This is an optimization exercise on Yosys and OpenROAD, whose aim is a short achievable clock period and few clock cycles, not a production implementation. Where RTL was checked, it was by simulation tests only, not by an equivalence proof against the original. No activity file was given, so power comes from the tool's default toggle rates.

rev 12:
Design MIPS, start of the top module:
module MIPS	(input		clk, reset_n,
		 output	[31:0]	imem_addr,
		 input	[31:0]	imem_data,
		 output	[31:0]	dmem_addr, dmem_wdata,
		 output		dmem_we,
		 input	[31:0]	dmem_rdata);
	reg  [31:0]	pc_f;
	reg  [31:0]	ia_f;		 
	reg		v_d;
	reg  [31:0]	ir_d, pc_d, pcp1_d;
	reg  [31:0]	btgt_d;		 
	reg		bt_d;		 
	reg  [31:0]	bw_d;		 
	reg  [1:0]	bi_d;		 
	reg  [31:0]	bt_tag [0:3];
	reg  [31:0]	bt_tgt [0:3];
	reg  [31:0]	bt_word [0:3];
	reg  [3:0]	bt_v;
	reg  [1:0]	bt_rr;		 
	reg		wq_v, kq_v;	 
	reg  [31:0]	wq_pc, wq_tgt, wq_word;
	reg  [1:0]	kq_idx;
	reg  [31:0]	a_e, b_e, sd_e, alt_e;
	reg		fs_e;
	reg  [7:0]	bneg_e, bone_e, btwo_e;	 
	reg		wen_e, ld_e, st_e, mul_e, beq_e, bne_e, pred_e;
	reg  [4:0]	wdst_e;
	reg  [1:0]	sel_e;		 
	reg		sub_e;
	reg  [1:0]	lop_e;		 
	reg  [31:0]	res_m, sd_m, ms_m, mc_m;
	reg		wen_m, ld_m, st_m, mul_m;
	reg  [4:0]	wdst_m;
	reg  [31:0]	rf [1:31];
	wire [31:0]	mprod;
	wire		mprod_co;
	ks_add #(32) madd (.a(ms_m), .b(mc_m), .cin(1'b0), .s(mprod), .cout(mprod_co));
	wire [31:0]	wres  = ld_m ? dmem_rdata : (mul_m ? mprod : res_m);
	assign imem_addr  = ia_f;
	assign dmem_addr  = res_m;
	assign dmem_wdata = sd_m;
	assign dmem_we    = st_m;
	always @(posedge clk)
		if (wen_m)
			rf[wdst_m] <= wres;
	wire [5:0]	op    = ir_d[31:26];
	wire [5:0]	funct = ir_d[5:0];
	wire [4:0]	rs    = ir_d[25:21];
	wire [4:0]	rt    = ir_d[20:16];
	wire [4:0]	rd    = ir_d[15:11];
	wire [15:0]	imm   = ir_d[15:0];
	wire		is_r    = (op == 6'h00);
	wire		is_mul  = (op == 6'h3F);
	wire		is_addi = (op == 6'h08);
	wire		is_slti = (op == 6'h0A);
	wire		is_andi = (op == 6'h0C);
	wire		is_ori  = (op == 6'h0D);
	wire		is_xori = (op == 6'h0E);
	wire		is_lw   = (op == 6'h23);
	wire		is_sw   = (op == 6'h2B);
	wire		is_beq  = (op == 6'h04);
	wire		is_bne  = (op == 6'h05);
	wire		is_j    = (op == 6'h02);
	wire		sext    = is_addi | is_slti | is_lw | is_sw;
	wire		use_imm = sext | is_andi | is_ori | is_xori;
	wire		use_rs  = is_r | is_mul | use_imm | is_beq | is_bne;
	wire		use_rtb = is_r | is_mul | is_beq | is_bne;
	wire		wr      = is_r | is_mul | is_addi | is_slti | is_andi | is_ori | is_xori | is_lw;
	wire [4:0]	wdst    = (is_r | is_mul) ? rd : rt;
	wire		wen_d   = v_d & wr & (wdst != 5'd0);
	reg  [1:0]	sel_d, lop_d;
	reg		sub_d;
	always @(*) begin
		sel_d = 2'd0; sub_d = 1'b0; lop_d = 2'd0;
		if (is_r)
			case (funct)
				6'h22: sub_d = 1'b1;
  ...
Size: about 6,800 cells after synthesis, about 160 I/O pins, ~99,000 µm² of cells after synthesis.
Settings: LEC_CHECK=0, ABC_CLOCK_PERIOD_IN_PS=3000, CAP_MARGIN=20, CORE_MARGIN=2, CORE_UTILIZATION=50, SLEW_MARGIN=20, SYNTH_HIERARCHICAL=1, SYNTH_MINIMUM_KEEP_SIZE=0, TNS_END_PERCENT=100; clock period 11.5 ns.
standard.sh (not shown) runs the stock make flow with config.mk's settings and CLKGATE_MAP_FILE= SYNTH_SCRIPT=/design/flow/synth_recipe.tcl, a recipe that flattens the netlist after the stock synthesis.
==> flow/flow/run.sh <==
#!/bin/bash
# Layout of the design: the standard flow (standard.sh) with different
# effort settings; the constraints (clock period, I/O delays, loads) are
# the standard flow's, unchanged.
#  - ports are buffered with buf_4 instead of the weakest buffer.
set -euo pipefail
bash standard.sh \
  SETUP_SLACK_MARGIN=8.3 \
  SETUP_MOVE_SEQUENCE=unbuffer,sizeup,swap,split \
  "BUFFER_PORTS_ARGS=-buffer_cell sky130_fd_sc_hd__buf_4" \
  finish > standard_flow.log 2>&1
Both conditions hold for rev 12: the flow ran to the end and the final layout passed the timing, DRC and antenna checks.
The inputs of rev 13 differ from those of rev 12 as listed below.
diff --git a/flow/design.v b/flow/design.v
--- a/flow/design.v
+++ b/flow/design.v
@@ -102,13 +102,12 @@
 		 output		dmem_we,
 		 input	[31:0]	dmem_rdata);
 	reg  [31:0]	pc_f;
 	reg  [31:0]	ia_f;		 
 	reg		v_d;
 	reg  [31:0]	ir_d, pc_d, pcp1_d;
-	reg  [31:0]	btgt_d;		 
 	reg		bt_d;		 
 	reg  [31:0]	bw_d;		 
 	reg  [1:0]	bi_d;		 
 	reg  [31:0]	bt_tag [0:3];
 	reg  [31:0]	bt_tgt [0:3];
 	reg  [31:0]	bt_word [0:3];
@@ -195,15 +194,12 @@
 	booth_enc benc (.B(rt_val[15:0]), .neg(bneg_d), .one(bone_d), .two(btwo_d));
 	wire		stall = v_d & (((ld_e | mul_e) & ((use_rs & fe_s) | (use_rtb & fe_t))) | (is_mul & fe_t));
 	wire [31:0]	pcp1_f;
 	wire		pcp1_co;
 	ks_add #(32) inc (.a(pc_f), .b(32'b0), .cin(1'b1), .s(pcp1_f), .cout(pcp1_co));
 	wire		j_f    = (imem_data[31:26] == 6'h02);
-	wire [31:0]	btgt_f;
-	wire		btgt_co;
-	ks_add #(32) tadd (.a(pc_f), .b({{16{imem_data[15]}}, imem_data[15:0]}), .cin(1'b1), .s(btgt_f), .cout(btgt_co));
 	reg  [3:0]	hitv;
 	reg  [31:0]	hit_tgt, hit_word;
 	reg  [1:0]	hit_idx;
 	integer		bi;
 	always @(*) begin
 		hit_tgt = 32'b0; hit_word = 32'b0; hit_idx = 2'd0;
@@ -214,12 +210,15 @@
 			hit_idx  = hit_idx  | ({2{hitv[bi]}} & bi[1:0]);
 		end
 	end
 	wire		bhit = |hitv;
 	wire		same   = (rs == rt);
 	wire		pred_s = (is_beq & (same | imm[15])) | (is_bne & ~same);
+	wire [31:0]	btgt_d;
+	wire		btgt_co;
+	ks_add #(32) dadd (.a(pcp1_d), .b({{16{imm[15]}}, imm}), .cin(1'b0), .s(btgt_d), .cout(btgt_co));
 	wire		word_ok = (bw_d == ir_d);
 	wire		redirect_d = v_d & ~stall & ~is_j & (bt_d ? ~word_ok : pred_s);
 	wire [31:0]	rtgt_d = pred_s ? btgt_d : pcp1_d;
 	wire [31:0]	alt_d  = pred_s ? pcp1_d : btgt_d;
 	wire		bt_ins = v_d & ~stall & ~is_j & pred_s & ~(bt_d & word_ok);
 	wire		bt_kill = v_d & ~stall & bt_d & ~word_ok;
@@ -306,13 +305,12 @@
 		end
 	always @(posedge clk) begin
 		if (!stall) begin
 			ir_d   <= imem_data;
 			pc_d   <= pc_f;
 			pcp1_d <= pcp1_f;
-			btgt_d <= btgt_f;
 			bt_d   <= bhit & ~j_f;
 			bw_d   <= hit_word;
 			bi_d   <= hit_idx;
 		end
 		a_e    <= fe_s ? res_e : rs_val;
 		b_e    <= (fe_t & ~use_imm) ? res_e : (use_imm ? immx : rt_val);
[summary]
Rev 13 finished every stage and its layout cleared the timing, DRC and antenna checks. [compare] base=rev 12 new=rev 13: sum of routed wire length over all layers dropped about 2.1%; fraction of met3 tracks used by global routing lost 0.71 points; static leakage power decreased by 1.6% relative to the old numbers. Comparing rev 12 and rev 13, the lower post-placement cell count was measured on rev 13. On minimum clock period: rev 13 sits below rev 12.
Testbench counts of rev 13, summed over its fixed seeds: cycles 29,524.
For rev 12, only the layout was checked, not whether the RTL still works.

-- static timing again, ports no longer ideal --
No port has a modelled driver above. Below, the same layouts with a new extraction and two added sets of constraints. Step 1, drivers: a clkbuf_16 drives clk and a buf_2 each remaining input, both assumed. Step 2, shift: input delay + t, output delay - t, t = (earliest + latest rising clock arrival at the registers) / 2. This alone moves slack from input paths to output paths. a / b / c = ideal / step 1 / step 2; a / b = the first two.
| run | shift t [ns] | setup WS [ns] | worst setup path after step 2 |
|---|---|---|---|
| rev 12 | 0.960 | 7.571 / 7.571 / 6.863 | input to register |
| rev 13 | 0.926 | 7.753 / 7.674 / 7.313 | input to register |
After both steps every run listed still meets setup and hold. The setup slack of rev 12, which loses most, moves by 0.000 ns with the drivers and by -0.708 ns with both steps.
